Source: an optimization exercise on an open RTL-to-GDS flow (aim: small area, a short achievable clock period and few clock cycles). Production flows keep margins and buffers that such runs may drop.
In this exercise RTL edits were held to simulation tests only and were not proved equivalent to the original.
No activity file was given, so power comes from the tool's default toggle rates.

## flow/design.v (module list and top-level ports; edited modules follow where they fit)
// module frv_alu: 134 lines
// module frv_alu_mul_serial: 58 lines
// module frv_alu_muldiv: 163 lines
// module frv_lsu: 166 lines
// module frv_gprs: 45 lines
// module frv_csrs: 475 lines
// module frv_counters: 106 lines
// module frv_interrupt: 118 lines
// module frv_core_fetch_buffer: 69 lines
// module frv_pipeline_register: 76 lines
// module frv_pipeline_fetch: 103 lines
// module frv_pipeline_decode: 681 lines
// module frv_pipeline_execute: 342 lines
// module frv_pipeline_memory: 247 lines
// module frv_pipeline_writeback: 342 lines
// module frv_pipeline: 501 lines
// module frv_core: 233 lines
module frv_core(
input               g_clk           ,  
input               g_resetn        ,  
output wire [31:0]  trs_pc          ,  
output wire [31:0]  trs_instr       ,  
output wire         trs_valid       ,  
input  wire         int_external    ,  
input  wire         int_software    ,  
output wire         imem_req        ,  
output wire         imem_wen        ,  
output wire [3:0]   imem_strb       ,  
output wire [31:0]  imem_wdata      ,  
output wire [31:0]  imem_addr       ,  
input  wire         imem_gnt        ,  
input  wire         imem_recv       ,  
output wire         imem_ack        ,  
input  wire         imem_error      ,  
input  wire [31:0]  imem_rdata      ,  
output wire         dmem_req        ,  
output wire         dmem_wen        ,  
output wire [3:0]   dmem_strb       ,  
output wire [31:0]  dmem_wdata      ,  
output wire [31:0]  dmem_addr       ,  
input  wire         dmem_gnt        ,  
input  wire         dmem_recv       ,  
output wire         dmem_ack        ,  
input  wire         dmem_error      ,  
input  wire [31:0]  dmem_rdata         
);
  // ...
==> flow/run.sh <==
#!/bin/bash
# synth_recipe.tcl (not shown) runs the flow's synth.tcl, then flattens the netlist and writes it again
# the make line also repeats each setting of config.mk as NAME=value (left out here)
make -C /OpenROAD-flow-scripts/flow DESIGN_CONFIG=/design/flow/config.mk WORK_HOME=/design/flow/orfs CLKGATE_MAP_FILE= SYNTH_SCRIPT=/design/flow/synth_recipe.tcl finish
==> flow/config.mk <==
export PLATFORM = sky130hd
export DESIGN_NAME = frv_core
export DESIGN_NICKNAME = frv_core
export VERILOG_FILES = /design/flow/design.v
export SDC_FILE = /design/flow/constraint.sdc
export NUM_CORES = 4
export LEC_CHECK = 0
export CAP_MARGIN = 40
export CELL_PAD_IN_SITES_DETAIL_PLACEMENT = 2
export CELL_PAD_IN_SITES_GLOBAL_PLACEMENT = 2
export CORE_MARGIN = 2
export CORE_UTILIZATION = 35
export SLEW_MARGIN = 40
==> flow/constraint.sdc <==
create_clock -name core_clock -period 16.0 [get_ports {g_clk}]
set_input_delay 3.2000 -clock core_clock [delete_from_list [all_inputs] [get_ports {g_clk}]]
set_output_delay 3.2000 -clock core_clock [all_outputs]
set_load 0.01 [all_outputs]
==> results.cfg, run 1 <==
[outcome]
status = finished clean

[cells_and_area]
clock_area_share_pct = 5.89
bufAreaShareNonClock_pct = 5.66
fin_cells = 23600
signal_buffers = 1080
n_all_inverters = 556
syn2layout_area_growth_pct = 15.0
dominant_cells = multi-input combinational cells
seq_share_pct = 26.2

[pwr]
powerComb_w = 0.0150
netSwitchingFraction_pct = 52.1
p_switching_w = 0.0146

[cts]
clkSlewWorstSetupHoldPaths_ps = 60
ctsResizeCount = 0
postCtsHoldBufs = 0
cts_buffers = 283

[global_routing]
overflow = 0
met2_usage_pct = 70.1

[die]
num_rows = 233
die_w_um = 640

[timing]
worst_slew_pin_slew_ps = 1000
skew_ps = 117

[critical_path]
reg2reg_slack_ps = 7300
rr_worst_depth = 20

[drt]
wire_per_inst_um = 43.1
top_layer_used = met5
Testbench counts, summed over its fixed seeds: cycles 46,257.
==> module frv_alu_muldiv, before the edit <==
module frv_alu_muldiv(
input              g_clk        ,  
input              g_resetn     ,  
input  wire        exu_stall    ,  
input  wire        exu_flush    ,  
input  wire        pipe_progress,  
input  wire        imul_valid   ,  
input  wire        imul_mul     , 
input  wire        imul_mulh    , 
input  wire        imul_mulhu   , 
input  wire        imul_mulhsu  , 
input  wire        imul_div     , 
input  wire        imul_divu    , 
input  wire        imul_rem     , 
input  wire        imul_remu    , 
input  wire [31:0] imul_lhs     ,  
input  wire [31:0] imul_rhs     ,  
output wire        imul_ready   ,  
output wire [31:0] imul_result     
);
wire        i_mul       = imul_valid && imul_mul   ;
wire        i_mulh      = imul_valid && imul_mulh  ;
wire        i_mulhu     = imul_valid && imul_mulhu ;
wire        i_mulhsu    = imul_valid && imul_mulhsu;
wire        i_div       = imul_valid && imul_div   ;
wire        i_divu      = imul_valid && imul_divu  ;
wire        i_rem       = imul_valid && imul_rem   ;
wire        i_remu      = imul_valid && imul_remu  ;
wire        is_mul      = i_mul  || i_mulh  || i_mulhu || i_mulhsu;
wire        mul_hi      = i_mulh || i_mulhu || i_mulhsu;
wire        r_div       = i_div || i_divu;
wire        r_rem       = i_rem || i_remu;
wire        is_divrem   = r_div || r_rem;
wire        lhs_signed  = i_mul || i_mulh || i_mulhsu;
wire        rhs_signed  = i_mul || i_mulh;
wire        d_signed    = i_div || i_rem;
localparam S_IDLE = 3'd0;
localparam S_MUL  = 3'd1;
localparam S_NORM = 3'd2;
localparam S_DIV  = 3'd3;
localparam S_FIX  = 3'd4;
localparam S_DONE = 3'd5;
localparam S_CNT  = 3'd6;
reg  [ 2:0] state;
reg  [ 5:0] count;
reg  [32:0] acc  ;   
reg  [31:0] qr   ;   
reg  [31:0] dvs  ;   
reg         mul_last  ;  
wire [ 3:0] mul_nib   = qr[3:0];
reg         mul_asgn  ;  
reg         mul_rsgn  ;  
wire        mul_neg3  = mul_last && mul_rsgn;        
wire [32:0] mul_a     = {mul_asgn, imul_lhs};
wire [37:0] mul_a38   = {{5{mul_a[32]}}, mul_a};
wire [37:0] mul_p0    = {38{mul_nib[0]}} & mul_a38;
wire [37:0] mul_p1    = {38{mul_nib[1]}} & {mul_a38[36:0], 1'b0};
wire [37:0] mul_p2    = {38{mul_nib[2]}} & {mul_a38[35:0], 2'b0};
wire [37:0] mul_p3r   = {38{mul_nib[3]}} & {mul_a38[34:0], 3'b0};
wire [37:0] mul_p3    = mul_neg3 ? ~mul_p3r : mul_p3r;
wire [37:0] mul_cin   = {37'b0, mul_neg3};    
wire [37:0] mul_acc   = {{5{acc[32]}}, acc};
wire [37:0] csa1_s    = mul_acc ^ mul_p0 ^ mul_p1;
wire [37:0] csa1_c    = {(mul_acc & mul_p0 | mul_acc & mul_p1 | mul_p0 & mul_p1), 1'b0};
wire [37:0] csa2_s    = mul_p2 ^ mul_p3 ^ mul_cin;
wire [37:0] csa2_c    = {(mul_p2 & mul_p3 | mul_p2 & mul_cin | mul_p3 & mul_cin), 1'b0};
wire [37:0] csa3_s    = csa1_s ^ csa1_c ^ csa2_s;
wire [37:0] csa3_c    = {(csa1_s & csa1_c | csa1_s & csa2_s | csa1_c & csa2_s), 1'b0};
wire [37:0] csa4_s    = csa3_s ^ csa3_c ^ csa2_c;
wire [37:0] csa4_c    = {(csa3_s & csa3_c | csa3_s & csa2_c | csa3_c & csa2_c), 1'b0};
wire [37:0] mul_sum   = csa4_s + csa4_c;
wire [31:0] neg_in    = state == S_IDLE ? imul_lhs : (r_div ? qr : acc[31:0]);
wire [31:0] neg_out   = -neg_in;
wire [31:0] abs_a     = d_signed && imul_lhs[31] ? neg_out : imul_lhs;
wire [31:0] abs_b     = d_signed && imul_rhs[31] ? -imul_rhs : imul_rhs;
function [5:0] clz32;
    input [31:0] x;
    integer i;
    begin
        clz32 = 6'd32;
        for (i = 0; i < 32; i = i + 1)
            if (x[i]) clz32 = 6'd31 - i[5:0];
    end
endfunction
wire [ 5:0] clz_a     = clz32(qr);
wire [ 5:0] clz_b     = clz32(dvs);
wire        dvs_zero  = dvs == 32'd0;
wire [ 6:0] steps_raw = {1'b0, clz_b} - {1'b0, clz_a} + 7'd1;
wire [ 5:0] steps     = dvs_zero      ? 6'd32 :
                        steps_raw[6]  ? 6'd0  :
                                        steps_raw[5:0];
wire [ 5:0] nshift    = 6'd32 - count;
wire [63:0] norm_val  = {32'b0, qr} << nshift;
wire [32:0] div_t     = {acc[31:0], qr[31]};
wire [33:0] div_sub   = {1'b0, div_t} - {2'b0, dvs};
wire        div_ge    = !div_sub[33];
wire        outsign   = (i_div && (imul_lhs[31] != imul_rhs[31]) && |imul_rhs) ||
                        (i_rem && imul_lhs[31]);
always @(posedge g_clk) begin
    if(!g_resetn || exu_flush) begin
        state <= S_IDLE;
        count <= 6'd0;
        acc   <= 33'd0;
        qr    <= 32'd0;
        dvs   <= 32'd0;
        mul_last <= 1'b0;
        mul_asgn <= 1'b0;
        mul_rsgn <= 1'b0;
    end else case(state)
        S_IDLE: begin
            if(is_mul) begin
                mul_asgn <= lhs_signed && imul_lhs[31];
                mul_rsgn <= rhs_signed;
                acc   <= 33'd0;
                qr    <= imul_rhs;
                count <= 6'd1;
                state <= S_MUL;
            end else if(is_divrem) begin
                qr    <= abs_a;
                dvs   <= abs_b;
                state <= S_CNT;
            end
        end
        S_MUL: begin
            acc   <= mul_sum[36:4];
            qr    <= {mul_sum[3:0], qr[31:4]};
            count <= count + 6'd1;
            if(mul_last) state <= S_DONE;
            mul_last <= count == 6'd7;
        end
        S_CNT: begin
            count <= steps;
            state <= S_NORM;
        end
        S_NORM: begin
            acc   <= {1'b0, norm_val[63:32]};
            qr    <= norm_val[31:0];
            state <= count == 6'd0 ? S_FIX : S_DIV;
        end
        S_DIV: begin
            acc   <= {1'b0, div_ge ? div_sub[31:0] : div_t[31:0]};
            qr    <= {qr[30:0], div_ge};
            count <= count - 6'd1;
            if(count == 6'd1) state <= S_FIX;
        end
        S_FIX: begin
            if(outsign) begin
                if(r_div) qr  <= neg_out;
                else      acc <= {1'b0, neg_out};
            end
            state <= S_DONE;
        end
        S_DONE: begin
            if(pipe_progress) state <= S_IDLE;
        end
        default: state <= S_IDLE;
    endcase
end
assign imul_ready  = imul_valid && state == S_DONE;
assign imul_result =
    {32{r_rem || mul_hi}} & acc[31:0] |
    {32{r_div || i_mul }} & qr        ;
endmodule
==> module frv_core_fetch_buffer, before the edit <==
module frv_core_fetch_buffer (
input              g_clk        ,  
input              g_resetn     ,  
input              flush        ,
input              f_valid      ,  
input              f_2byte      ,  
input              f_err        ,  
input  [31:0]      f_in         ,  
output reg [2:0]   bdepth       ,  
output     [2:0]   n_bdepth     ,  
output [31:0]      buf_out      ,  
output             buf_err      ,  
output             buf_valid    ,  
input              buf_ready       
);
reg  [16:0] b0, b1, b2, b3, b4;
assign buf_out   = {b1[15:0], b0[15:0]};
assign buf_err   = b0[16];
wire   buf_32    = b0[1:0] == 2'b11;
assign buf_valid = buf_32 ? bdepth >= 3'd2 : bdepth >= 3'd1;
wire   eat_2     = buf_valid && buf_ready && !buf_32;
wire   eat_4     = buf_valid && buf_ready &&  buf_32;
wire [16:0] in_lo = f_2byte ? {f_err, f_in[31:16]} : {f_err, f_in[15:0]};
wire [16:0] in_hi = {f_err, f_in[31:16]};
wire        two   = !f_2byte;
wire        add1  = f_valid && !two;
wire        add2  = f_valid &&  two;
wire [16:0] q [0:4];
assign q[0] = b0; assign q[1] = b1; assign q[2] = b2; assign q[3] = b3; assign q[4] = b4;
function [16:0] nxt;
    input [2:0] i;       
    input [2:0] e;       
    reg   [2:0] d;
    begin
        d = bdepth - e;
        if     (f_valid && i == d)              nxt = in_lo;
        else if(add2    && i == d + 3'd1)       nxt = in_hi;
        else if(i + e <= 3'd4)                  nxt = q[i + e];
        else                                    nxt = b4;
    end
endfunction
wire [16:0] n_e0 [0:4];
wire [16:0] n_e1 [0:4];
wire [16:0] n_e2 [0:4];
genvar gi;
generate for(gi = 0; gi < 5; gi = gi + 1) begin : g_nxt
    assign n_e0[gi] = nxt(gi, 3'd0);
    assign n_e1[gi] = nxt(gi, 3'd1);
    assign n_e2[gi] = nxt(gi, 3'd2);
end endgenerate
wire [2:0] bd_add = bdepth + {1'b0, add2, add1};
assign n_bdepth = flush ? 3'd0 :
                  eat_4 ? bd_add - 3'd2 :
                  eat_2 ? bd_add - 3'd1 :
                          bd_add;
always @(posedge g_clk) begin
    if(!g_resetn || flush) begin
        bdepth <= 3'd0;
        b0 <= 17'd0; b1 <= 17'd0; b2 <= 17'd0; b3 <= 17'd0; b4 <= 17'd0;
    end else begin
        bdepth <= n_bdepth;
        b0 <= eat_4 ? n_e2[0] : eat_2 ? n_e1[0] : n_e0[0];
        b1 <= eat_4 ? n_e2[1] : eat_2 ? n_e1[1] : n_e0[1];
        b2 <= eat_4 ? n_e2[2] : eat_2 ? n_e1[2] : n_e0[2];
        b3 <= eat_4 ? n_e2[3] : eat_2 ? n_e1[3] : n_e0[3];
        b4 <= eat_4 ? n_e2[4] : eat_2 ? n_e1[4] : n_e0[4];
    end
end
endmodule
==> module frv_pipeline_register, before the edit <==
module frv_pipeline_register (
input  wire             g_clk    ,  
input  wire             g_resetn ,  
input  wire [ RLEN-1:0] i_data   ,  
input  wire             i_valid  ,  
output wire             o_busy   ,  
output wire [ RLEN-1:0] mr_data  ,  
input  wire             flush    ,  
output reg  [ RLEN-1:0] o_data   ,  
output wire             o_valid  ,  
input  wire             i_busy      
);
parameter RLEN             = 8;  
parameter BUFFER_HANDSHAKE = 0;  
generate if(BUFFER_HANDSHAKE == 0) begin
    assign o_busy  = i_busy ;
    assign o_valid = i_valid;
    assign mr_data = o_data ;
    wire   progress= i_valid && !i_busy;
    always @(posedge g_clk) begin
        if(!g_resetn) begin
            o_data <= {RLEN{1'b0}};
        end else if(flush) begin
            o_data <= {RLEN{1'b0}};
        end else if(progress) begin
            o_data <= i_data;
        end
    end
end else begin
    reg [RLEN-1:0] b_data;
    reg            b_full;
    reg            ro_busy ;
    reg            ro_valid;
    assign o_busy  = ro_busy ;
    assign o_valid = ro_valid;
    assign mr_data = b_full ? b_data : o_data;
    always @(posedge g_clk) begin
        if(!g_resetn) begin
            b_full  <= 0;
            ro_busy  <= 0;
            ro_valid <= 0;
            o_data  <= 0;
        end else if(flush) begin
            b_full  <= 0;
            ro_busy  <= 0;
            ro_valid <= 0;
            o_data  <= 0;
        end else if(!i_busy) begin
            if(!b_full) begin
                ro_valid <= i_valid;
                o_data  <= i_data ;
            end else begin
                ro_valid <= 1'b1;
                o_data  <= b_data;
            end
            ro_busy <= 1'b0;
            b_full <= 1'b0;
        end else if(!ro_valid) begin
            ro_busy  <= 1'b0;
            ro_valid <= i_valid;
            o_data  <= i_data;
            b_full  <= 1'b0;
        end else if(i_valid && !ro_busy) begin
            b_full  <= i_valid && ro_valid;
            ro_busy  <= i_valid && ro_valid;
        end
    end
    always @(posedge g_clk) begin
        if(!g_resetn) begin
            b_data <= 0;
        end else if(!o_busy) begin
            b_data <= i_data;
        end
    end
end endgenerate
endmodule
==> module frv_pipeline_fetch, before the edit <==
module frv_pipeline_fetch (
input               g_clk           ,  
input               g_resetn        ,  
input  wire         s4_cf_req       ,  
input  wire [31:0]  s4_cf_target    ,  
input  wire         s1_cf_req       ,  
input  wire [31:0]  s1_cf_target    ,  
output wire         cf_ack          ,  
output wire         imem_req        ,  
output wire         imem_wen        ,  
output wire [3:0]   imem_strb       ,  
output wire [31:0]  imem_wdata      ,  
output wire [31:0]  imem_addr       ,  
input  wire         imem_gnt        ,  
output wire         imem_ack        ,  
input  wire         imem_recv       ,  
input  wire         imem_error      ,  
input  wire [31:0]  imem_rdata      ,  
input  wire         s0_flush        ,  
input  wire         s1_busy        ,  
output wire         s1_valid        ,  
output wire [31:0]  s1_data         ,  
output wire         s1_error 
);
parameter FRV_PC_RESET_VALUE = 32'h8000_0000;
assign cf_ack     = 1'b1;
assign imem_wdata = 0;
assign imem_strb  = 0;
assign imem_wen   = 0;
reg  [31:0] addr_r   ;  
reg         req_r    ;  
reg  [ 2:0] out_cnt  ;  
reg  [ 2:0] ign_cnt  ;  
reg         mis_r    ;  
wire [ 2:0] bdepth   ;  
wire [ 2:0] n_bdepth ;  
wire        s1_redir = s1_cf_req && !s4_cf_req;
wire        redirect = s4_cf_req || s1_redir;
assign imem_addr = s4_cf_req ? {s4_cf_target[31:2], 2'b00} : addr_r;
assign imem_req  = s4_cf_req || req_r;
wire        accepted = imem_req && imem_gnt;
wire        rsp      = imem_recv && imem_ack;
wire        drop     = |ign_cnt;
assign imem_ack  = drop || s4_cf_req || bdepth <= 3'd3;
wire [ 2:0] n_out_cnt = out_cnt + {2'b0, accepted} - {2'b0, rsp};
wire        keep     = rsp && !drop && !redirect;
wire [ 2:0] n_ign_cnt =
    s4_cf_req ? out_cnt - {2'b0, rsp}             :
    s1_redir  ? n_out_cnt                         :
                ign_cnt - {2'b0, rsp && drop}     ;
wire        acc_nr    = req_r && imem_gnt;
wire [ 2:0] n_pending = out_cnt + {2'b0, acc_nr} - {2'b0, rsp} -
                        (ign_cnt - {2'b0, rsp && drop});
wire        keep_nr   = rsp && !drop;
wire [ 3:0] req_base  = {1'b0, bdepth} + {2'b0, keep_nr && !mis_r, keep_nr && mis_r} +
                        {n_pending, 1'b0};
wire        n_req_r   = buf_eat4 ? req_base <= 4'd7 :
                        buf_eat2 ? req_base <= 4'd6 :
                                   req_base <= 4'd5 ;
always @(posedge g_clk) begin
    if(!g_resetn) begin
        addr_r  <= FRV_PC_RESET_VALUE;
        req_r   <= 1'b0;
        out_cnt <= 3'd0;
        ign_cnt <= 3'd0;
        mis_r   <= 1'b0;
    end else begin
        out_cnt <= n_out_cnt;
        ign_cnt <= n_ign_cnt;
        if(s4_cf_req) begin
            addr_r  <= {s4_cf_target[31:2], 2'b00} + {29'b0, accepted, 2'b00};
            req_r   <= 1'b1;
            mis_r   <= s4_cf_target[1];
        end else if(s1_redir) begin
            addr_r  <= {s1_cf_target[31:2], 2'b00};
            req_r   <= 1'b1;
            mis_r   <= s1_cf_target[1];
        end else begin
            if(accepted) addr_r <= addr_r + 32'd4;
            req_r   <= n_req_r || (req_r && !accepted);
            if(keep) mis_r <= 1'b0;
        end
    end
end
wire buf_ready = s1_valid && !s1_busy;
wire buf_eat4  = buf_ready &&  (s1_data[1:0] == 2'b11);
wire buf_eat2  = buf_ready && !(s1_data[1:0] == 2'b11);
frv_core_fetch_buffer i_core_fetch_buffer (
.g_clk    (g_clk        ),  
.g_resetn (g_resetn     ),  
.flush    (s0_flush     ),
.f_valid  (keep         ),  
.f_2byte  (mis_r        ),  
.f_err    (imem_error   ),  
.f_in     (imem_rdata   ),  
.bdepth   (bdepth       ),
.n_bdepth (n_bdepth     ),
.buf_out  (s1_data      ),  
.buf_err  (s1_error     ),  
.buf_valid(s1_valid     ),  
.buf_ready(buf_ready    )   
);
endmodule
==> module frv_pipeline_memory, before the edit <==
module frv_pipeline_memory(
input              g_clk           ,  
input              g_resetn        ,  
input  wire        flush           ,  
input  wire [ 4:0] s3_rd           ,  
input  wire [31:0] s3_opr_a        ,  
input  wire [31:0] s3_opr_b        ,  
input  wire [ 4:0] s3_uop          ,  
input  wire [ 4:0] s3_fu           ,  
input  wire        s3_trap         ,  
input  wire [ 1:0] s3_size         ,  
input  wire [31:0] s3_instr        ,  
output wire        s3_busy         ,  
input  wire        s3_valid        ,  
output wire [ 4:0] fwd_s3_rd       ,  
output wire [31:0] fwd_s3_wdata    ,  
output wire        fwd_s3_load     ,  
output wire        fwd_s3_csr      ,  
input  wire        hold_lsu_req    ,  
output wire        mmio_en         ,  
output wire        mmio_wen        ,  
output wire [31:0] mmio_addr       ,  
output wire [31:0] mmio_wdata      ,  
output wire        dmem_req        ,  
output wire        dmem_wen        ,  
output wire [3:0]  dmem_strb       ,  
output wire [31:0] dmem_wdata      ,  
output wire [31:0] dmem_addr       ,  
input  wire        dmem_gnt        ,  
output wire [ 4:0] s4_rd           ,  
output wire [31:0] s4_opr_a        ,  
output wire [31:0] s4_opr_b        ,  
output wire [ 4:0] s4_uop          ,  
output wire [ 4:0] s4_fu           ,  
output wire        s4_trap         ,  
output wire [ 1:0] s4_size         ,  
output wire [31:0] s4_instr        ,  
output wire [ 4:0] s4_pre          ,  
input  wire        s4_busy         ,  
output wire        s4_valid           
);
parameter   MMIO_BASE_ADDR        = 32'h0000_1000;
parameter   MMIO_BASE_MASK        = 32'hFFFF_F000;
parameter  XLEN = 32        ;  
parameter  ILEN = 32        ;  
localparam XL   = XLEN-1    ;  
localparam IL   = ILEN-1    ;  
localparam REG_ZERO = 5'd0;
localparam REG_RA   = 5'd1;
localparam REG_SP   = 5'd2;
localparam P_FU_ALU     = 0;
localparam P_FU_MUL     = 1;
localparam P_FU_LSU     = 2;
localparam P_FU_CFU     = 3;
localparam P_FU_CSR     = 4;
localparam ALU_ADD      = {2'b00, 3'b001};
localparam ALU_SUB      = {2'b00, 3'b000};
localparam ALU_AND      = {2'b01, 3'b001};
localparam ALU_OR       = {2'b01, 3'b010};
localparam ALU_XOR      = {2'b01, 3'b100};
localparam ALU_SLT      = {2'b10, 3'b001};
localparam ALU_SLTU     = {2'b10, 3'b010};
localparam ALU_SRA      = {2'b11, 3'b001};
localparam ALU_SRL      = {2'b11, 3'b010};
localparam ALU_SLL      = {2'b11, 3'b100};
localparam CFU_BEQ      = {2'b00, 3'b001};
localparam CFU_BGE      = {2'b00, 3'b010};
localparam CFU_BGEU     = {2'b00, 3'b011};
localparam CFU_BLT      = {2'b00, 3'b100};
localparam CFU_BLTU     = {2'b00, 3'b101};
localparam CFU_BNE      = {2'b00, 3'b110};
localparam CFU_EBREAK   = {2'b01, 3'b001};
localparam CFU_ECALL    = {2'b01, 3'b010};
localparam CFU_MRET     = {2'b01, 3'b100};
localparam CFU_JALI     = {2'b10, 3'b010};
localparam CFU_JALR     = {2'b10, 3'b100};
localparam CFU_PT_C     = {2'b11, 3'b001};
localparam CFU_PT_W     = {2'b11, 3'b000};
localparam CFU_PNT_C    = {2'b11, 3'b010};
localparam CFU_PNT_W    = {2'b11, 3'b011};
localparam CFU_LINK     = {2'b11, 3'b111};
localparam CF_PREDICT_TAKEN     = 1'b1;
localparam CF_PREDICT_NOT_TAKEN = 1'b0;
localparam LSU_SIGNED   = 0;
localparam LSU_LOAD     = 3;
localparam LSU_STORE    = 4;
localparam LSU_BYTE     = 2'b01;
localparam LSU_HALF     = 2'b10;
localparam LSU_WORD     = 2'b11;
localparam MUL_DIV      = {2'b11, 3'b000};
localparam MUL_DIVU     = {2'b11, 3'b001};
localparam MUL_MUL      = {2'b01, 3'b000};
localparam MUL_MULH     = {2'b01, 3'b100};
localparam MUL_MULHSU   = {2'b01, 3'b111};
localparam MUL_MULHU    = {2'b01, 3'b101};
localparam MUL_REM      = {2'b10, 3'b000};
localparam MUL_REMU     = {2'b10, 3'b001};
localparam CSR_READ     = 4;
localparam CSR_WRITE    = 3;
localparam CSR_SET      = 2;
localparam CSR_CLEAR    = 1;
localparam CSR_SWAP     = 0;
localparam DIS_OPRA_RS1 = 0;   
localparam DIS_OPRA_PC  = 1;   
localparam DIS_OPRA_CSRI= 2;   
localparam DIS_OPRB_RS2 = 3;   
localparam DIS_OPRB_IMM = 4;   
localparam DIS_OPRC_RS2 = 5;   
localparam DIS_OPRC_CSRA= 6;   
localparam DIS_OPRC_PCIM= 7;   
localparam TRAP_NONE    = 6'b111111;
localparam TRAP_IALIGN  = 6'b0 ;
localparam TRAP_IACCESS = 6'b1 ;
localparam TRAP_IOPCODE = 6'd2 ;
localparam TRAP_BREAKPT = 6'd3 ;
localparam TRAP_LDALIGN = 6'd4 ;
localparam TRAP_LDACCESS= 6'd5 ;
localparam TRAP_STALIGN = 6'd6 ;
localparam TRAP_STACCESS= 6'd7 ;
localparam TRAP_ECALLM  = 6'd11;
localparam TRAP_INT_MSI = 6'd3 ;
localparam TRAP_INT_MTI = 6'd7 ;
localparam TRAP_INT_MEI = 6'd11;
assign s3_busy = p_busy                   ||
                 lsu_valid  && !lsu_ready ;
wire   p_busy    ;
wire pipe_progress = !s3_busy && s3_valid;
wire   p_valid   = pipe_progress;
wire fu_lsu = s3_fu[P_FU_LSU];
wire fu_csr = s3_fu[P_FU_CSR];
wire fu_cfu = s3_fu[P_FU_CFU];
wire        lsu_valid  = fu_lsu         ;  
wire        lsu_a_error                 ;  
wire        lsu_ready                   ;  
wire        lsu_mmio                    ;  
wire        lsu_load   = s3_uop[LSU_LOAD ];
wire        lsu_store  = s3_uop[LSU_STORE];
wire [31:0] lsu_addr   = s3_opr_a;  
wire [31:0] lsu_wdata  = s3_opr_b;  
wire        lsu_byte   = s3_uop[2:1] == LSU_BYTE;
wire        lsu_half   = s3_uop[2:1] == LSU_HALF;
wire        lsu_word   = s3_uop[2:1] == LSU_WORD;
wire        lsu_signed = s3_uop[LSU_SIGNED]  ;
wire [5:0]  lsu_cause = 
           (   lsu_load&&lsu_a_error)? TRAP_LDALIGN  :
           (lsu_store  &&lsu_a_error)? TRAP_STALIGN  :
                                        0            ;
wire [31:0] n_s4_opr_a_lsu = {27'b0,lsu_mmio,dmem_strb};
wire [31:0] n_s4_opr_b_lsu = lsu_addr;
wire n_s4_trap   = s3_trap || (fu_lsu && lsu_a_error) ;  
wire[4:0] n_s4_rd     =     s3_trap  ? s3_rd         :
                   fu_lsu&&lsu_a_error ? lsu_cause[4:0]:
                                       s3_rd         ;
wire [31:0] n_s4_opr_a  = lsu_valid ? n_s4_opr_a_lsu : s3_opr_a;  
wire [31:0] n_s4_opr_b  = lsu_valid ? n_s4_opr_b_lsu : s3_opr_b;  
wire [ 4:0] n_s4_uop    = s3_uop  ;  
wire [ 4:0] n_s4_fu     = s3_fu   ;  
wire [ 1:0] n_s4_size   = s3_size ;  
wire [31:0] n_s4_instr  = s3_instr;  
assign fwd_s3_rd    = s3_rd             ;  
assign fwd_s3_wdata = s3_opr_a          ;
assign fwd_s3_load  = fu_lsu && lsu_load;  
assign fwd_s3_csr   = fu_csr || fu_cfu  ;  
frv_lsu #(
.MMIO_BASE_ADDR(MMIO_BASE_ADDR),
.MMIO_BASE_MASK(MMIO_BASE_MASK)
) i_lsu(
.g_clk       (g_clk       ),  
.g_resetn    (g_resetn    ),  
.lsu_valid   (lsu_valid   ),  
.lsu_a_error (lsu_a_error ),  
.lsu_ready   (lsu_ready   ),  
.lsu_mmio    (lsu_mmio    ),  
.pipe_prog   (pipe_progress), 
.lsu_addr    (lsu_addr    ),  
.lsu_wdata   (lsu_wdata   ),  
.lsu_load    (lsu_load    ),  
.lsu_store   (lsu_store   ),  
.lsu_byte    (lsu_byte    ),  
.lsu_half    (lsu_half    ),  
.lsu_word    (lsu_word    ),  
.lsu_signed  (lsu_signed  ),  
.hold_lsu_req(hold_lsu_req),  
.mmio_en     (mmio_en     ),  
.mmio_wen    (mmio_wen    ),  
.mmio_addr   (mmio_addr   ),  
.mmio_wdata  (mmio_wdata  ),  
.dmem_req    (dmem_req    ),  
.dmem_wen    (dmem_wen    ),  
.dmem_strb   (dmem_strb   ),  
.dmem_wdata  (dmem_wdata  ),  
.dmem_addr   (dmem_addr   ),  
.dmem_gnt    (dmem_gnt    )   
);
localparam RL = 119;
wire       s3_cfu   = s3_fu[P_FU_CFU];
wire       s3_ecbk  = s3_cfu && (s3_uop == CFU_EBREAK || s3_uop == CFU_ECALL);
wire       s3_mret  = s3_cfu &&  s3_uop == CFU_MRET;
wire       s3_wrong = s3_cfu && (s3_uop == CFU_PT_W || s3_uop == CFU_PNT_W ||
                                 s3_uop == CFU_JALR);
wire [4:0] n_s4_pre = {
    s3_wrong || s3_ecbk || s3_mret || n_s4_trap,
    s3_ecbk  || n_s4_trap,
    s3_cfu   && (s3_uop == CFU_JALR || s3_uop == CFU_LINK || s3_uop == CFU_JALI ||
                 s3_uop == CFU_PT_C || s3_uop == CFU_PNT_W),
    s3_cfu   && (s3_uop == CFU_PT_W || s3_uop == CFU_PNT_C),
    s3_mret
};
wire [RL-1:0] pipe_reg_out;
wire [RL-1:0] pipe_reg_in = {
    n_s4_rd           ,  
    n_s4_opr_a        ,  
    n_s4_opr_b        ,  
    n_s4_uop          ,  
    n_s4_fu           ,  
    n_s4_trap         ,  
    n_s4_size         ,  
    n_s4_instr        ,  
    n_s4_pre
};
assign {
    s4_rd             ,  
    s4_opr_a          ,  
    s4_opr_b          ,  
    s4_uop            ,  
    s4_fu             ,  
    s4_trap           ,  
    s4_size           ,  
    s4_instr          ,  
    s4_pre
} = pipe_reg_out;
frv_pipeline_register #(
.RLEN(RL),
.BUFFER_HANDSHAKE(1'b0)
) i_mem_pipereg(
.g_clk    (g_clk            ),  
.g_resetn (g_resetn         ),  
.i_data   (pipe_reg_in      ),  
.i_valid  (p_valid          ),  
.o_busy   (p_busy           ),  
.mr_data  (                 ),  
.flush    (flush            ),  
.o_data   (pipe_reg_out     ),  
.o_valid  (s4_valid         ),  
.i_busy   (s4_busy          )   
);
endmodule
==> run 2, diff against run 1 <==
--- a/flow/design.v
+++ b/flow/design.v
@@ -321,19 +321,26 @@
             mul_last <= count == 6'd7;
         end
         S_CNT: begin
-            count <= steps;
-            state <= S_NORM;
+            if(dvs_zero) begin
+                acc   <= {1'b0, qr};
+                qr    <= 32'hFFFF_FFFF;
+                state <= outsign ? S_FIX : S_DONE;
+            end else begin
+                count <= steps;
+                state <= S_NORM;
+            end
         end
         S_NORM: begin
             acc   <= {1'b0, norm_val[63:32]};
             qr    <= norm_val[31:0];
-            state <= count == 6'd0 ? S_FIX : S_DIV;
+            state <= count != 6'd0 ? S_DIV  :
+                     outsign       ? S_FIX  : S_DONE;
         end
         S_DIV: begin
             acc   <= {1'b0, div_ge ? div_sub[31:0] : div_t[31:0]};
             qr    <= {qr[30:0], div_ge};
             count <= count - 6'd1;
-            if(count == 6'd1) state <= S_FIX;
+            if(count == 6'd1) state <= outsign ? S_FIX : S_DONE;
         end
         S_FIX: begin
             if(outsign) begin
@@ -572,6 +579,7 @@
 input              csr_wr_set       ,  
 input              csr_wr_clr       ,  
 input       [11:0] csr_addr         ,  
+input       [15:0] csr_sel          ,  
 input       [31:0] csr_wdata        ,  
 output wire [31:0] csr_rdata        ,  
 output wire [31:0] csr_mepc         ,  
@@ -1012,32 +1020,22 @@
     read_mcountin   ;
 wire invalid_addr = !valid_addr;
 assign csr_rdata =
-    {32{read_mstatus  }} & reg_mstatus          |
-    {32{read_misa     }} & reg_misa             |
-    {32{read_medeleg  }} & reg_medeleg          |
-    {32{read_mideleg  }} & reg_mideleg          |
-    {32{read_mie      }} & reg_mie              |
-    {32{read_mtvec    }} & reg_mtvec            |
-    {32{read_mscratch }} & reg_mscratch         |
-    {32{read_mepc     }} & reg_mepc             |
-    {32{read_mcause   }} & reg_mcause           |
-    {32{read_mtval    }} & reg_mtval            |
-    {32{read_mip      }} & reg_mip              |
-    {32{read_mvendorid}} & reg_mvendorid        |
-    {32{read_marchid  }} & reg_marchid          |
-    {32{read_mimpid   }} & reg_mimpid           |
-    {32{read_mhartid  }} & reg_mhartid          |
-    {32{read_cycle    }} & ctr_cycle    [31: 0] |
-    {32{read_time     }} & ctr_time     [31: 0] |
-    {32{read_instret  }} & ctr_instret  [31: 0] |
-    {32{read_cycleh   }} & ctr_cycle    [63:32] |
-    {32{read_timeh    }} & ctr_time     [63:32] |
-    {32{read_instreth }} & ctr_instret  [63:32] |
-    {32{read_mcycle   }} & ctr_cycle    [31: 0] |
-    {32{read_minstret }} & ctr_instret  [31: 0] |
-    {32{read_mcycleh  }} & ctr_cycle    [63:32] |
-    {32{read_minstreth}} & ctr_instret  [63:32] |
-    {32{read_mcountin }} & reg_mcountin         ;
+    {32{csr_sel[ 0]}} & reg_mstatus          |
+    {32{csr_sel[ 1]}} & reg_misa             |
+    {32{csr_sel[ 2]}} & reg_mie              |
+    {32{csr_sel[ 3]}} & reg_mtvec            |
+    {32{csr_sel[ 4]}} & reg_mscratch         |
+    {32{csr_sel[ 5]}} & reg_mepc             |
+    {32{csr_sel[ 6]}} & reg_mcause           |
+    {32{csr_sel[ 7]}} & reg_mtval            |
+    {32{csr_sel[ 8]}} & reg_mip              |
+    {32{csr_sel[ 9]}} & reg_mcountin         |
+    {32{csr_sel[10]}} & ctr_cycle    [31: 0] |
+    {32{csr_sel[11]}} & ctr_cycle    [63:32] |
+    {32{csr_sel[12]}} & ctr_time     [31: 0] |
+    {32{csr_sel[13]}} & ctr_time     [63:32] |
+    {32{csr_sel[14]}} & ctr_instret  [31: 0] |
+    {32{csr_sel[15]}} & ctr_instret  [63:32] ;
 endmodule
 module frv_counters (
 input              g_clk            ,  
@@ -1271,64 +1269,53 @@
 input              f_2byte      ,  
 input              f_err        ,  
 input  [31:0]      f_in         ,  
-output reg [2:0]   bdepth       ,  
-output     [2:0]   n_bdepth     ,  
+output reg [1:0]   wcnt         ,  
+output             consumed     ,  
 output [31:0]      buf_out      ,  
 output             buf_err      ,  
 output             buf_valid    ,  
 input              buf_ready       
 );
-reg  [16:0] b0, b1, b2, b3, b4;
-assign buf_out   = {b1[15:0], b0[15:0]};
-assign buf_err   = b0[16];
-wire   buf_32    = b0[1:0] == 2'b11;
-assign buf_valid = buf_32 ? bdepth >= 3'd2 : bdepth >= 3'd1;
-wire   eat_2     = buf_valid && buf_ready && !buf_32;
-wire   eat_4     = buf_valid && buf_ready &&  buf_32;
-wire [16:0] in_lo = f_2byte ? {f_err, f_in[31:16]} : {f_err, f_in[15:0]};
-wire [16:0] in_hi = {f_err, f_in[31:16]};
-wire        two   = !f_2byte;
-wire        add1  = f_valid && !two;
-wire        add2  = f_valid &&  two;
-wire [16:0] q [0:4];
-assign q[0] = b0; assign q[1] = b1; assign q[2] = b2; assign q[3] = b3; assign q[4] = b4;
-function [16:0] nxt;
-    input [2:0] i;       
-    input [2:0] e;       
-    reg   [2:0] d;
-    begin
-        d = bdepth - e;
-        if     (f_valid && i == d)              nxt = in_lo;
-        else if(add2    && i == d + 3'd1)       nxt = in_hi;
-        else if(i + e <= 3'd4)                  nxt = q[i + e];
-        else                                    nxt = b4;
-    end
-endfunction
-wire [16:0] n_e0 [0:4];
-wire [16:0] n_e1 [0:4];
-wire [16:0] n_e2 [0:4];
-genvar gi;
-generate for(gi = 0; gi < 5; gi = gi + 1) begin : g_nxt
-    assign n_e0[gi] = nxt(gi, 3'd0);
-    assign n_e1[gi] = nxt(gi, 3'd1);
-    assign n_e2[gi] = nxt(gi, 3'd2);
-end endgenerate
-wire [2:0] bd_add = bdepth + {1'b0, add2, add1};
-assign n_bdepth = flush ? 3'd0 :
-                  eat_4 ? bd_add - 3'd2 :
-                  eat_2 ? bd_add - 3'd1 :
-                          bd_add;
+reg  [32:0] w0, w1, w2;      
+reg         off;
+assign buf_out   = off ? {w1[15:0], w0[31:16]} : w0[31:0];
+assign buf_err   = w0[32];
+wire   buf_32    = buf_out[1:0] == 2'b11;
+wire   have1     = wcnt != 2'd0;
+wire   have2     = wcnt[1] || (wcnt == 2'd1 && !off);
+assign buf_valid = buf_32 ? have2 : have1;
+wire   eat       = buf_valid && buf_ready;
+wire   eat_4     = eat &&  buf_32;
+wire   eat_2     = eat && !buf_32;
+assign consumed  = eat_4 || (eat_2 && off);
+wire   n_off     = eat_2 ? !off : off;
+wire [32:0] in_w = {f_err, f_in};
+wire [1:0] pos0  = wcnt;
+wire [1:0] pos1  = wcnt - 2'd1;
 always @(posedge g_clk) begin
     if(!g_resetn || flush) begin
-        bdepth <= 3'd0;
-        b0 <= 17'd0; b1 <= 17'd0; b2 <= 17'd0; b3 <= 17'd0; b4 <= 17'd0;
+        wcnt <= 2'd0;
+        off  <= 1'b0;
+    end else begin
+        wcnt <= wcnt + {1'b0, f_valid} - {1'b0, consumed};
+        off  <= (f_valid && wcnt == 2'd0) ? f_2byte : n_off;
+    end
+end
+always @(posedge g_clk) begin
+    if(!g_resetn) begin
+        w0   <= 33'd0;
+        w1   <= 33'd0;
+        w2   <= 33'd0;
     end else begin
-        bdepth <= n_bdepth;
-        b0 <= eat_4 ? n_e2[0] : eat_2 ? n_e1[0] : n_e0[0];
-        b1 <= eat_4 ? n_e2[1] : eat_2 ? n_e1[1] : n_e0[1];
-        b2 <= eat_4 ? n_e2[2] : eat_2 ? n_e1[2] : n_e0[2];
-        b3 <= eat_4 ? n_e2[3] : eat_2 ? n_e1[3] : n_e0[3];
-        b4 <= eat_4 ? n_e2[4] : eat_2 ? n_e1[4] : n_e0[4];
+        if(consumed) begin
+            w0 <= f_valid && pos1 == 2'd0 ? in_w : w1;
+            w1 <= f_valid && pos1 == 2'd1 ? in_w : w2;
+            w2 <= w2;
+        end else begin
+            w0 <= f_valid && pos0 == 2'd0 ? in_w : w0;
+            w1 <= f_valid && pos0 == 2'd1 ? in_w : w1;
+            w2 <= f_valid && pos0 == 2'd2 ? in_w : w2;
+        end
     end
 end
 endmodule
@@ -1346,18 +1333,32 @@
 );
 parameter RLEN             = 8;  
 parameter BUFFER_HANDSHAKE = 0;  
+parameter [RLEN-1:0] CMASK = {RLEN{1'b1}};  
 generate if(BUFFER_HANDSHAKE == 0) begin
     assign o_busy  = i_busy ;
     assign o_valid = i_valid;
     assign mr_data = o_data ;
     wire   progress= i_valid && !i_busy;
-    always @(posedge g_clk) begin
-        if(!g_resetn) begin
-            o_data <= {RLEN{1'b0}};
-        end else if(flush) begin
-            o_data <= {RLEN{1'b0}};
-        end else if(progress) begin
-            o_data <= i_data;
+    genvar gi;
+    for(gi = 0; gi < RLEN; gi = gi + 1) begin : g_bit
+        if(CMASK[gi]) begin : g_ctl
+            always @(posedge g_clk) begin
+                if(!g_resetn) begin
+                    o_data[gi] <= 1'b0;
+                end else if(flush) begin
+                    o_data[gi] <= 1'b0;
+                end else if(progress) begin
+                    o_data[gi] <= i_data[gi];
+                end
+            end
+        end else begin : g_dat
+            always @(posedge g_clk) begin
+                if(!g_resetn) begin
+                    o_data[gi] <= 1'b0;
+                end else if(progress) begin
+                    o_data[gi] <= i_data[gi];
+                end
+            end
         end
     end
 end else begin
@@ -1413,6 +1414,8 @@
 input               g_resetn        ,  
 input  wire         s4_cf_req       ,  
 input  wire [31:0]  s4_cf_target    ,  
+input  wire         int_cf_req      ,  
+input  wire [31:0]  int_cf_target   ,  
 input  wire         s1_cf_req       ,  
 input  wire [31:0]  s1_cf_target    ,  
 output wire         cf_ack          ,  
@@ -1442,19 +1445,21 @@
 reg  [ 2:0] out_cnt  ;  
 reg  [ 2:0] ign_cnt  ;  
 reg         mis_r    ;  
-wire [ 2:0] bdepth   ;  
-wire [ 2:0] n_bdepth ;  
-wire        s1_redir = s1_cf_req && !s4_cf_req;
-wire        redirect = s4_cf_req || s1_redir;
+wire [ 1:0] wcnt     ;  
+wire        consumed ;  
+wire        s4_redir = s4_cf_req && !int_cf_req;
+wire        s1_redir = s1_cf_req && !s4_cf_req && !int_cf_req;
+wire        redirect = s4_cf_req || s1_redir || int_cf_req;
 assign imem_addr = s4_cf_req ? {s4_cf_target[31:2], 2'b00} : addr_r;
 assign imem_req  = s4_cf_req || req_r;
 wire        accepted = imem_req && imem_gnt;
 wire        rsp      = imem_recv && imem_ack;
 wire        drop     = |ign_cnt;
-assign imem_ack  = drop || s4_cf_req || bdepth <= 3'd3;
+assign imem_ack  = drop || s4_cf_req || wcnt != 2'd3;
 wire [ 2:0] n_out_cnt = out_cnt + {2'b0, accepted} - {2'b0, rsp};
 wire        keep     = rsp && !drop && !redirect;
 wire [ 2:0] n_ign_cnt =
+    int_cf_req? n_out_cnt                         :
     s4_cf_req ? out_cnt - {2'b0, rsp}             :
     s1_redir  ? n_out_cnt                         :
                 ign_cnt - {2'b0, rsp && drop}     ;
@@ -1462,11 +1467,8 @@
 wire [ 2:0] n_pending = out_cnt + {2'b0, acc_nr} - {2'b0, rsp} -
                         (ign_cnt - {2'b0, rsp && drop});
 wire        keep_nr   = rsp && !drop;
-wire [ 3:0] req_base  = {1'b0, bdepth} + {2'b0, keep_nr && !mis_r, keep_nr && mis_r} +
-                        {n_pending, 1'b0};
-wire        n_req_r   = buf_eat4 ? req_base <= 4'd7 :
-                        buf_eat2 ? req_base <= 4'd6 :
-                                   req_base <= 4'd5 ;
+wire [ 3:0] req_base  = {2'b0, wcnt} + {3'b0, keep_nr} + {1'b0, n_pending};
+wire        n_req_r   = consumed ? req_base <= 4'd4 : req_base <= 4'd3;
 always @(posedge g_clk) begin
     if(!g_resetn) begin
         addr_r  <= FRV_PC_RESET_VALUE;
@@ -1477,7 +1479,11 @@
     end else begin
         out_cnt <= n_out_cnt;
         ign_cnt <= n_ign_cnt;
-        if(s4_cf_req) begin
+        if(int_cf_req) begin
+            addr_r  <= {int_cf_target[31:2], 2'b00};
+            req_r   <= 1'b1;
+            mis_r   <= int_cf_target[1];
+        end else if(s4_cf_req) begin
             addr_r  <= {s4_cf_target[31:2], 2'b00} + {29'b0, accepted, 2'b00};
             req_r   <= 1'b1;
             mis_r   <= s4_cf_target[1];
@@ -1493,8 +1499,6 @@
     end
 end
 wire buf_ready = s1_valid && !s1_busy;
-wire buf_eat4  = buf_ready &&  (s1_data[1:0] == 2'b11);
-wire buf_eat2  = buf_ready && !(s1_data[1:0] == 2'b11);
 frv_core_fetch_buffer i_core_fetch_buffer (
 .g_clk    (g_clk        ),  
 .g_resetn (g_resetn     ),  
@@ -1503,8 +1507,8 @@
 .f_2byte  (mis_r        ),  
 .f_err    (imem_error   ),  
 .f_in     (imem_rdata   ),  
-.bdepth   (bdepth       ),
-.n_bdepth (n_bdepth     ),
+.wcnt     (wcnt         ),
+.consumed (consumed     ),
 .buf_out  (s1_data      ),  
 .buf_err  (s1_error     ),  
 .buf_valid(s1_valid     ),  
@@ -1628,8 +1632,8 @@
 parameter TRACE_INSTR_WORD = 1'b1;
 wire   p_s2_busy;
 wire pipe_progress = s1_valid && !s1_busy;
-assign s1_busy      = p_s2_busy || s1_bubble || pcf_stall;
-wire   n_s2_valid   = (s1_valid || s1_bubble ) && !pcf_stall;
+assign s1_busy      = p_s2_busy || s1_bubble;
+wire   n_s2_valid   = 1'b1;   
 wire [ 4:0] n_s2_rd         ;  
 wire [31:0] n_s2_opr_a      ;  
 wire [31:0] n_s2_opr_b      ;  
@@ -2000,6 +2004,9 @@
 wire [31:0] imm_c_bz = {
     {24{s1_data[12]}},s1_data[6:5],s1_data[2],s1_data[11:10],s1_data[4:3],1'b0
 };
+wire [31:0] imm_tgt =
+    s1_data[1:0] == 2'b11 ? (s1_data[3] ? imm32_j : imm32_b) :
+                            (s1_data[14] ? imm_c_bz : imm_c_j);
 wire use_imm32_i = dec_andi || dec_slti   || dec_jalr   || dec_lb     ||
                    dec_lbu  || dec_lh     || dec_lhu    || dec_lw     ||
                    dec_ori  || dec_sltiu  || dec_xori   || dec_addi   ; 
@@ -2105,7 +2112,7 @@
     dec_beq        || dec_c_beqz     || dec_bge        || dec_bgeu       ||
     dec_blt        || dec_bltu       || dec_bne        || dec_c_bnez     ; 
 wire    pcf_conditional_predict_taken =
-    pcf_conditional && n_s2_imm_pc[31];
+    pcf_conditional && imm_tgt[31];
 wire   pcf_always_taken  =
         dec_c_j     || dec_c_jal      || dec_jal       || dec_c_jr  ;
 wire   pcf_predict_taken =
@@ -2128,7 +2135,7 @@
     end
 end
 wire [31:0] pc_plus_imm             ;  
-assign      pc_plus_imm = program_counter + n_s2_imm_pc;
+assign      pc_plus_imm = program_counter + imm_tgt;
 wire opra_src_rs1  = n_s2_opr_src[DIS_OPRA_RS1 ];
 wire opra_src_pc   = n_s2_opr_src[DIS_OPRA_PC  ];
 wire opra_src_csri = n_s2_opr_src[DIS_OPRA_CSRI];
@@ -2177,6 +2184,7 @@
  s2_instr         
 } = p_out;
 frv_pipeline_register #(
+.CMASK({5'h1f, 96'b0, 1'b1, 5'h1f, 5'h1f, 1'b1, 2'b11, 32'b0}),
 .BUFFER_HANDSHAKE(1'b0),
 .RLEN(RL)
 ) i_decode_pipereg (
@@ -2208,6 +2216,8 @@
 output wire        s2_busy         ,  
 input  wire        s2_valid        ,  
 input  wire        flush           ,  
+input  wire        late_sel        ,  
+input  wire [31:0] late_wdata      ,  
 output wire        s2_cf_req       ,  
 output wire [31:0] s2_cf_target    ,  
 input  wire        s2_cf_ack       ,  
@@ -2359,7 +2369,7 @@
 wire        lsu_load   = fu_lsu && s2_uop[LSU_LOAD ];
 wire        lsu_store  = fu_lsu && s2_uop[LSU_STORE];
 wire [31:0] n_s3_opr_a_lsu = alu_add_result ;
-wire [31:0] n_s3_opr_b_lsu = s2_opr_c       ;
+wire [31:0] n_s3_opr_b_lsu = late_sel ? late_wdata : s2_opr_c;
 wire        cfu_valid   = fu_cfu        ;  
 wire        cfu_ready   = cfu_valid     ;  
 wire        cfu_cond    = cfu_valid && s2_uop[4:3] == 2'b00;
@@ -2519,6 +2529,7 @@
     s3_instr             
 } = pipe_reg_out;
 frv_pipeline_register #(
+.CMASK({5'h1f, 64'b0, 13'h1fff, 32'b0}),
 .RLEN(PIPE_REG_W),
 .BUFFER_HANDSHAKE(1'b0)
 ) i_execute_pipe_reg(
@@ -2538,6 +2549,8 @@
 input              g_clk           ,  
 input              g_resetn        ,  
 input  wire        flush           ,  
+input  wire        late_sel        ,  
+input  wire [31:0] late_wdata      ,  
 input  wire [ 4:0] s3_rd           ,  
 input  wire [31:0] s3_opr_a        ,  
 input  wire [31:0] s3_opr_b        ,  
@@ -2572,6 +2585,7 @@
 output wire [ 1:0] s4_size         ,  
 output wire [31:0] s4_instr        ,  
 output wire [ 4:0] s4_pre          ,  
+output wire [15:0] s4_csel         ,  
 input  wire        s4_busy         ,  
 output wire        s4_valid           
 );
@@ -2672,7 +2686,7 @@
 wire        lsu_load   = s3_uop[LSU_LOAD ];
 wire        lsu_store  = s3_uop[LSU_STORE];
 wire [31:0] lsu_addr   = s3_opr_a;  
-wire [31:0] lsu_wdata  = s3_opr_b;  
+wire [31:0] lsu_wdata  = late_sel ? late_wdata : s3_opr_b;  
 wire        lsu_byte   = s3_uop[2:1] == LSU_BYTE;
 wire        lsu_half   = s3_uop[2:1] == LSU_HALF;
 wire        lsu_word   = s3_uop[2:1] == LSU_WORD;
@@ -2728,7 +2742,26 @@
 .dmem_addr   (dmem_addr   ),  
 .dmem_gnt    (dmem_gnt    )   
 );
-localparam RL = 119;
+localparam RL = 135;
+wire [11:0] s3_caddr = s3_opr_b[11:0];
+wire [15:0] n_s4_csel = {
+    s3_caddr == 12'hC82 || s3_caddr == 12'hB82,      
+    s3_caddr == 12'hC02 || s3_caddr == 12'hB02,      
+    s3_caddr == 12'hC81,                             
+    s3_caddr == 12'hC01,                             
+    s3_caddr == 12'hC80 || s3_caddr == 12'hB80,      
+    s3_caddr == 12'hC00 || s3_caddr == 12'hB00,      
+    s3_caddr == 12'h320,                             
+    s3_caddr == 12'h344,                             
+    s3_caddr == 12'h343,                             
+    s3_caddr == 12'h342,                             
+    s3_caddr == 12'h341,                             
+    s3_caddr == 12'h340,                             
+    s3_caddr == 12'h305,                             
+    s3_caddr == 12'h304,                             
+    s3_caddr == 12'h301,                             
+    s3_caddr == 12'h300                              
+};
 wire       s3_cfu   = s3_fu[P_FU_CFU];
 wire       s3_ecbk  = s3_cfu && (s3_uop == CFU_EBREAK || s3_uop == CFU_ECALL);
 wire       s3_mret  = s3_cfu &&  s3_uop == CFU_MRET;
@@ -2752,7 +2785,8 @@
     n_s4_trap         ,  
     n_s4_size         ,  
     n_s4_instr        ,  
-    n_s4_pre
+    n_s4_pre          ,
+    n_s4_csel
 };
 assign {
     s4_rd             ,  
@@ -2763,9 +2797,11 @@
     s4_trap           ,  
     s4_size           ,  
     s4_instr          ,  
-    s4_pre
+    s4_pre            ,
+    s4_csel
 } = pipe_reg_out;
 frv_pipeline_register #(
+.CMASK({5'h1f, 64'b0, 13'h1fff, 32'b0, 5'h1f, 16'b0}),
 .RLEN(RL),
 .BUFFER_HANDSHAKE(1'b0)
 ) i_mem_pipereg(
@@ -2818,6 +2854,8 @@
 output wire        trs_valid       ,  
 output wire        trs_out_valid   ,  
 input  wire        s4_enter        ,  
+output wire [31:0] late_wdata      ,  
+input  wire [ 1:0] s4_in_size      ,  
 output wire        csr_en          ,  
 output wire        csr_wr          ,  
 output wire        csr_wr_set      ,  
@@ -2827,6 +2865,8 @@
 input  wire [31:0] csr_rdata       ,  
 output wire        cf_req          ,  
 output wire [31:0] cf_target       ,  
+output wire        cf_fast         ,  
+output wire [31:0] cf_fast_target  ,  
 input  wire        cf_ack          ,  
 output wire        hold_lsu_req    ,  
 input  wire [31:0] mmio_rdata      ,  
@@ -2923,17 +2963,21 @@
                  fu_lsu && lsu_busy ;
 assign hold_lsu_req = cf_req || lsu_busy || trap_int;
 reg  [31:0] s4_pc;
-wire [31:0] pc_plus_isize = s4_pc + {29'b0, s4_size,1'b0};
-wire [31:0] n_s4_pc       = cf_req && !trap_int ? cf_target      :
-                                cfu_tgt_ld_opra ? s4_opr_a       :
-                                                  pc_plus_isize  ;
+reg  [31:0] s4_npc;      
+wire [31:0] pc_plus_isize = s4_npc;
+wire [31:0] n_s4_pc       = cf_req          ? cf_target      :
+                            cfu_tgt_ld_opra ? s4_opr_a       :
+                                              pc_plus_isize  ;
+wire [31:0] seq_s4_pc     = cfu_tgt_ld_opra ? s4_opr_a : pc_plus_isize;
+wire [31:0] n_s4_npc      = cf_req ? cf_target :
+                            seq_s4_pc + {29'b0, s4_in_size, 1'b0};
 always @(posedge g_clk) begin
     if(!g_resetn) begin
-        s4_pc <= FRV_PC_RESET_VALUE;
-    end else if(trap_int && cf_req && cf_ack) begin
-        s4_pc <= cf_target;
-    end else if(pipe_progress || (cf_req && cf_ack)) begin
-        s4_pc <= n_s4_pc;
+        s4_pc  <= FRV_PC_RESET_VALUE;
+        s4_npc <= FRV_PC_RESET_VALUE;
+    end else if(pipe_progress || cf_req) begin
+        s4_pc  <= n_s4_pc;
+        s4_npc <= n_s4_npc;
     end
 end
 wire fu_alu = s4_fu[P_FU_ALU];
@@ -2987,6 +3031,12 @@
 wire   cf_req_noint = cfu_cf_taken || cfu_trap || cfu_mret || s4_trap ||
                       lsu_trap     ;
 assign cf_req       = s4_pre[4] || lsu_trap || trap_int;
+assign cf_fast        = s4_pre[4] || lsu_trap;
+assign cf_fast_target =
+          s4_pre[3] || lsu_trap             ? csr_mtvec      :
+          s4_pre[2]                         ? s4_opr_a       :
+          s4_pre[1]                         ? pc_plus_isize  :
+                                              csr_mepc       ;
 wire cfu_finish_now = cf_req && cf_ack;
 wire [31:0] cf_target_noint = 
     {XLEN{cfu_tgt_ld_opra}}  & s4_opr_a      |
@@ -3082,6 +3132,12 @@
                   {32{cfu_gpr_wen}} & cfu_gpr_wdata |
                   {32{mul_gpr_wen}} & mul_gpr_wdata ;
 assign fwd_s4_rd    = (fu_csr && csr_done) ? 5'd0 : gpr_rd;  
+reg  [31:0] csr_q;
+always @(posedge g_clk) begin
+    if(csr_en) csr_q <= csr_rdata;
+end
+assign late_wdata = !fu_csr  ? pc_plus_isize :    
+                    csr_done ? csr_q         : csr_rdata;
 assign fwd_s4_wdata = gpr_wdata;
 assign fwd_s4_load  = fu_lsu && lsu_load;
 assign fwd_s4_csr   = 1'b0;    
@@ -3273,6 +3329,8 @@
 wire        cf_req     = s4_cf_req || s2_cf_req || s1_cf_req;
 wire [31:0] cf_target  = s4_cf_req ? s4_cf_target :
                          s2_cf_req ? s2_cf_target : s1_cf_target;
+wire        s4_cf_fast     ;  
+wire [31:0] s4_cf_fast_target;
 wire        slow_cf_req    = s2_cf_req || s1_cf_req;
 wire [31:0] slow_cf_target = s2_cf_req ? s2_cf_target : s1_cf_target;
 wire        cf_ack     ;
@@ -3345,6 +3403,7 @@
 wire [ 1:0] s4_size       ;  
 wire [31:0] s4_instr      ;  
 wire [ 4:0] s4_pre        ;  
+wire [15:0] s4_csel       ;  
 wire        s4_busy       ;  
 wire        s4_valid      ;  
 wire [ 4:0] fwd_s4_rd     ;  
@@ -3363,11 +3422,66 @@
 wire hzd_rs2_s4 = s1_rs2_addr == fwd_s4_rd && nz_s1_rs2;
 wire hzd_rs2_s3 = s1_rs2_addr == fwd_s3_rd && nz_s1_rs2;
 wire hzd_rs2_s2 = s1_rs2_addr == fwd_s2_rd && nz_s1_rs2;
+wire [4:0] sf_1915 = s1_data[19:15];
+wire [4:0] sf_2420 = s1_data[24:20];
+wire [4:0] sf_117  = s1_data[11: 7];
+wire [4:0] sf_62   = s1_data[ 6: 2];
+wire [4:0] sf_97   = {2'b01, s1_data[9:7]};
+wire [4:0] sf_42   = {2'b01, s1_data[4:2]};
+wire       sq_32   = s1_data[1:0] == 2'b11;
+wire       sq_0    = s1_data[1:0] == 2'b00;
+wire       sq_1    = s1_data[1:0] == 2'b01;
+wire       sq_2    = s1_data[1:0] == 2'b10;
+function stall_hzd;
+    input [4:0] rd;
+    begin
+        stall_hzd = |rd && (
+            sq_32 && (sf_1915 == rd || sf_2420 == rd) ||
+            sq_0  && (sf_97   == rd || sf_42   == rd || rd == 5'd2) ||
+            sq_1  && (sf_117  == rd || sf_97   == rd || sf_42 == rd) ||
+            sq_2  && (sf_117  == rd || sf_62   == rd || rd == 5'd2));
+    end
+endfunction
+function hzd_rs1f;
+    input [4:0] rd;
+    begin
+        hzd_rs1f = |rd && (
+            sq_32 && sf_1915 == rd ||
+            sq_0  && (sf_97  == rd || rd == 5'd2) ||
+            sq_1  && (sf_117 == rd || sf_97 == rd) ||
+            sq_2  && (sf_117 == rd || rd == 5'd2));
+    end
+endfunction
+wire   s1_store = sq_32 && s1_data[6:0] == 7'b0100011 ||
+                  (sq_0 || sq_2) && s1_data[15:13] == 3'b110;
+wire   stall_s4 = (fwd_s4_load || fwd_s4_csr) && stall_hzd(fwd_s4_rd);
+wire   stall_s3 = fwd_s3_load && stall_hzd(fwd_s3_rd) ||
+                  fwd_s3_csr  && (s1_store ? hzd_rs1f(fwd_s3_rd) : stall_hzd(fwd_s3_rd));
+wire   stall_s2 = fwd_s2_load && stall_hzd(fwd_s2_rd) ||
+                  fwd_s2_csr  && (s1_store ? hzd_rs1f(fwd_s2_rd) : stall_hzd(fwd_s2_rd));
+wire   late_d1  = s1_store && fwd_s2_csr && hzd_rs2_s2;
+wire   late_d2  = s1_store && fwd_s3_csr && hzd_rs2_s3 && !hzd_rs2_s2;
+reg    s2_late_d1, s2_late_d2, s3_late_d1;
+always @(posedge g_clk) begin
+    if(!g_resetn || s1_flush) begin
+        s2_late_d1 <= 1'b0;
+        s2_late_d2 <= 1'b0;
+    end else if(!s2_busy) begin
+        s2_late_d1 <= late_d1 && !s1_bubble && !s2_cf_taken;
+        s2_late_d2 <= late_d2 && !s1_bubble && !s2_cf_taken;
+    end
+end
+always @(posedge g_clk) begin
+    if(!g_resetn || s2_flush) begin
+        s3_late_d1 <= 1'b0;
+    end else if(!s2_busy) begin
+        s3_late_d1 <= s2_late_d1;
+    end
+end
+wire [31:0] late_wdata;
 wire   s1_bubble   =
     !s1_valid && !s2_busy                                        ||
-    ((fwd_s4_load || fwd_s4_csr) && (hzd_rs1_s4 || hzd_rs2_s4))  ||
-    ((fwd_s3_load || fwd_s3_csr) && (hzd_rs1_s3 || hzd_rs2_s3))  ||
-    ((fwd_s2_load || fwd_s2_csr) && (hzd_rs1_s2 || hzd_rs2_s2))   ;
+    stall_s4 || stall_s3 || stall_s2;
 wire [31:0] fwd_rs1_rdata =
      hzd_rs1_s2 ? fwd_s2_wdata   :
      hzd_rs1_s3 ? fwd_s3_wdata   :
@@ -3383,8 +3497,10 @@
 ) i_pipeline_s0_fetch (
 .g_clk              (g_clk              ),  
 .g_resetn           (g_resetn           ),  
-.s4_cf_req          (s4_cf_req          ),  
-.s4_cf_target       (s4_cf_target       ),  
+.s4_cf_req          (s4_cf_fast         ),  
+.s4_cf_target       (s4_cf_fast_target  ),  
+.int_cf_req         (trap_int           ),  
+.int_cf_target      (csr_mtvec          ),  
 .s1_cf_req          (slow_cf_req        ),  
 .s1_cf_target       (slow_cf_target     ),  
 .cf_ack             (cf_ack             ),  
@@ -3456,6 +3572,8 @@
 .s2_busy          (s2_busy          ),  
 .s2_valid         (s2_valid         ),  
 .flush            (s2_flush         ),  
+.late_sel         (s2_late_d2       ),  
+.late_wdata       (late_wdata       ),  
 .s2_cf_req        (s2_cf_req        ),  
 .s2_cf_target     (s2_cf_target     ),  
 .s2_cf_ack        (s2_cf_ack        ),  
@@ -3481,6 +3599,8 @@
 .g_clk            (g_clk            ),  
 .g_resetn         (g_resetn         ),  
 .flush            (s3_flush         ),  
+.late_sel         (s3_late_d1       ),  
+.late_wdata       (late_wdata       ),  
 .s3_rd            (s3_rd            ),  
 .s3_opr_a         (s3_opr_a         ),  
 .s3_opr_b         (s3_opr_b         ),  
@@ -3515,6 +3635,7 @@
 .s4_size          (s4_size          ),  
 .s4_instr         (s4_instr         ),  
 .s4_pre           (s4_pre           ),  
+.s4_csel          (s4_csel          ),  
 .s4_busy          (s4_busy          ),  
 .s4_valid         (s4_valid         )   
 );
@@ -3557,6 +3678,8 @@
 .trs_valid        (s4_retire        ),  
 .trs_out_valid    (trs_valid        ),  
 .s4_enter         (s4_enter         ),  
+.late_wdata       (late_wdata       ),  
+.s4_in_size       (s3_size          ),  
 .csr_en           (csr_en           ),  
 .csr_wr           (csr_wr           ),  
 .csr_wr_set       (csr_wr_set       ),  
@@ -3566,6 +3689,8 @@
 .csr_rdata        (csr_rdata        ),  
 .cf_req           (s4_cf_req        ),  
 .cf_target        (s4_cf_target     ),  
+.cf_fast          (s4_cf_fast       ),  
+.cf_fast_target   (s4_cf_fast_target),  
 .cf_ack           (s4_cf_ack        ),  
 .hold_lsu_req     (hold_lsu_req     ),  
 .mmio_rdata       (mmio_rdata       ),  
@@ -3583,6 +3708,7 @@
 .csr_wr_set       (csr_wr_set       ),  
 .csr_wr_clr       (csr_wr_clr       ),  
 .csr_addr         (csr_addr         ),  
+.csr_sel          (s4_csel          ),  
 .csr_wdata        (csr_wdata        ),  
 .csr_rdata        (csr_rdata        ),  
 .csr_mepc         (csr_mepc         ),  
==> run 2 against run 1 <==
Worst hold slack improved by 3.8 ps. Count of clock-buffer cells in the layout increased by 17. Core utilization increased by 0.14 points. Sequential share of layout area increased by 1.0 points. Non-clock buffer count increased by 18. Sequential power increased by 4.7%. Via count increased by 1.1%. Global-route usage increased by 0.86 points. Total power increased by 14%. Clock skew increased by 27 ps. Maximum frequency increased by 2.3%. Critical endpoint is now dmem_req. Largest power group unchanged.
==> results.cfg, run 2 <==
[timing]
setup_viol_count_final = 0
rsz0062_at_grt = false
hold_ws_ps = 448
hold_violations = 0
skew_ps = 144
max_slew_margin_pct = 26.2
worst_slew_pin_slew_ps = 1110
tns_ps = 0
min_period_ps = 8880

[cts]
post_cts_buffers = 0
ctsResizeCount = 0
htree_levels = 5
cts_buffer_depth = 4
clk_latency_ps = 1070
clkSlewWorstSetupHoldPaths_ps = 60
clock-sinks = 2225
postCtsHoldBufs = 0
cts_root_buffer = clkbuf_16
cts_buffers = 287

[critical_path]
crit_required_ps = 12800
rr_worst_depth = 19
cp-end-kind = output pin
crit_path_start_kind = primary input
cp_slowest_cell = clkdlybuf4s50_1
reg2reg_slack_ps = 7120
path_cells = clkdlybuf4s50_1 -> inv_1 -> o21ai_0 -> nand3_1 -> nor2_1 -> clkdlybuf4s50_1
path_max_fanout = 4
slowest_delay_ps = 660
cp.arrival_ps = 5680

[synthesis]
synth-async-reset-ratio_pct = 0
syn_area_mm2 = 0.143
yosysWarnings = 48
synth_cell_types = 114
netlist_instances = 18500
synth.largest_area_cell = dfxtp_1
synth_edf_count = 32
ys_seq_area_share_pct = 31.4
synth.top_cell.area_share_pct = 30.7
ys_seq_elements = 2225

[cells_and_area]
syn2layout_area_growth_pct = 15.3
mostFrequentLayoutCell = nor2_1
reg_top3 = i_pipeline.i_gprs.genblk0.genblk1.gprs (992), i_pipeline.i_pipeline_s1_decode.i_decode_pipereg.o_data (147)
fin_cells = 23900
drive_gt1_share_pct = 11.3
mostFrequentLayoutCells = nor2_1 (2219), dfxtp_1 (2169), nand2_1 (1869)
largest-register = i_pipeline.i_gprs.genblk0.genblk1.gprs
fin_nets = 18700
largest_register_ffs = 992
final_area_mm2 = 0.165

[drt]
drc = 0
vias_per_cell = 7.09
routed_wl_mm = 1050
wire_per_inst_um = 43.9
ant_nets = 0
drtIter0Drc = 24600

[die]
num_rows = 234
pin_count = 281
die_w_um = 643
die_y_um = 643
fp.dieArea_mm2 = 0.414

[global_routing]
overflow = 0
grt_pass1_wl_mm = 1420
grt_pass1_vias = 164000
grt_max_degree = 186
antenna_found_initial = 137

[placement]
dp_hpwl_mm = 751

[pwr]
vdd_drop_max_mv = 0.386
leakage_nw = 57.0

[outcome]
status = finished clean

[hold_path]
hold_depth = 2
hold_path_class = reg2reg
run 2: cell count changes in the layout (fill, tap and decap cells not counted), sizes merged, moves of 53 or more:
cell / delta
a211oi: -58
mux2i: +145
mux2: -72
nand4: -53
a31oi: -68
nand2: +209
dfxtp: +64
xnor2: +59
run 2: worst paths after layout:
kind | startpoint | to
setup / recovery | dmem_recv | dmem_req
setup reg to reg | flop | i_pipeline.i_pipeline_s0_fetch.addr_r[29]
hold / removal | flop | flop
hold reg to reg | flop | flop
run 2: metal layers:
layer  up-vias  routed length, µm  track usage [%]
met5         -                625            0.185
met4        70             102000             39.2
met3      4029             125000             16.6
met2     11800             427000             69.7
met1     86300             395000             59.0
li1      67400                  -                -
run 2: kinds of logic after synthesis:
kind of cell    synth area share, %
flops                          31.4
buf+inv                        6.37
fa+ha+maj                      4.75
mux                            5.89
simple gates                   19.2
compound gates                 29.0
other cells                 0.00262
xor+xnor                       3.47
run 2: cell type report:
cell class                 instances  area [µm²]
multi-input combinational      14000       91800
clock buffer                     413        8380
sequential                      2225       44900
inverter                         529        1990
timing repair buffer            1098        9530
fill                           46200      242000
clock inverter                    95        1240
tap                             5428        6790
antenna                          110         275
run 2: worst max-delay path, delay by kind of cell:
kind / cells / cell delay (ps)
AND/OR/NAND/NOR: 2 / 800
buffers and inverters: 3 / 1370
AO/OA/AOI/OAI: 1 / 300
run 2: power breakdown:
part,leakage [nW],internal (W),switching [W],total [W]
clock network,4.72,0.00401,0.00295,0.00696
logic,34.4,0.00446,0.0142,0.0187
registers,17.9,0.00583,0.000632,0.00646
total,57.0,0.0143,0.0178,0.0321
run 2: per-stage QoR:
| step | utilization, % | power [W] | setup WS [ps] |
|---|---|---|---|
| global placement | 37.7 | 0.0234 | 7190 |
| finish | 40.5 | 0.0321 | 7120 |
| detailed placement | 38.0 | 0.0237 | 7220 |
| global route | 40.5 | 0.0321 | 7060 |
| CTS | 40.4 | 0.0306 | 7210 |
| floorplan | - | 0.0144 | 8970 |
Testbench counts of run 2, summed over its fixed seeds: cycles 42,977.

## separate check: timing with driven ports
In the flow no input, the clock included, has a driving cell. The finished layouts below were timed again as built, in two steps. Step 1 assumes that a clkbuf_16 drives the clock port and a buf_2 every other input. Step 2 also shifts input and output timing later by t, the mid clock arrival at the registers, as if the neighbouring blocks saw the same clock. a / b / c = ideal ports / drivers / drivers and shift; a / b = the first two.
run | shift t [ns] | setup slack, ns
run 1 | 1.113 | 6.910 / 6.777 / 7.005
run 2 | 1.135 | 7.118 / 7.087 / 7.087
After both steps setup and hold are still met in every run listed.
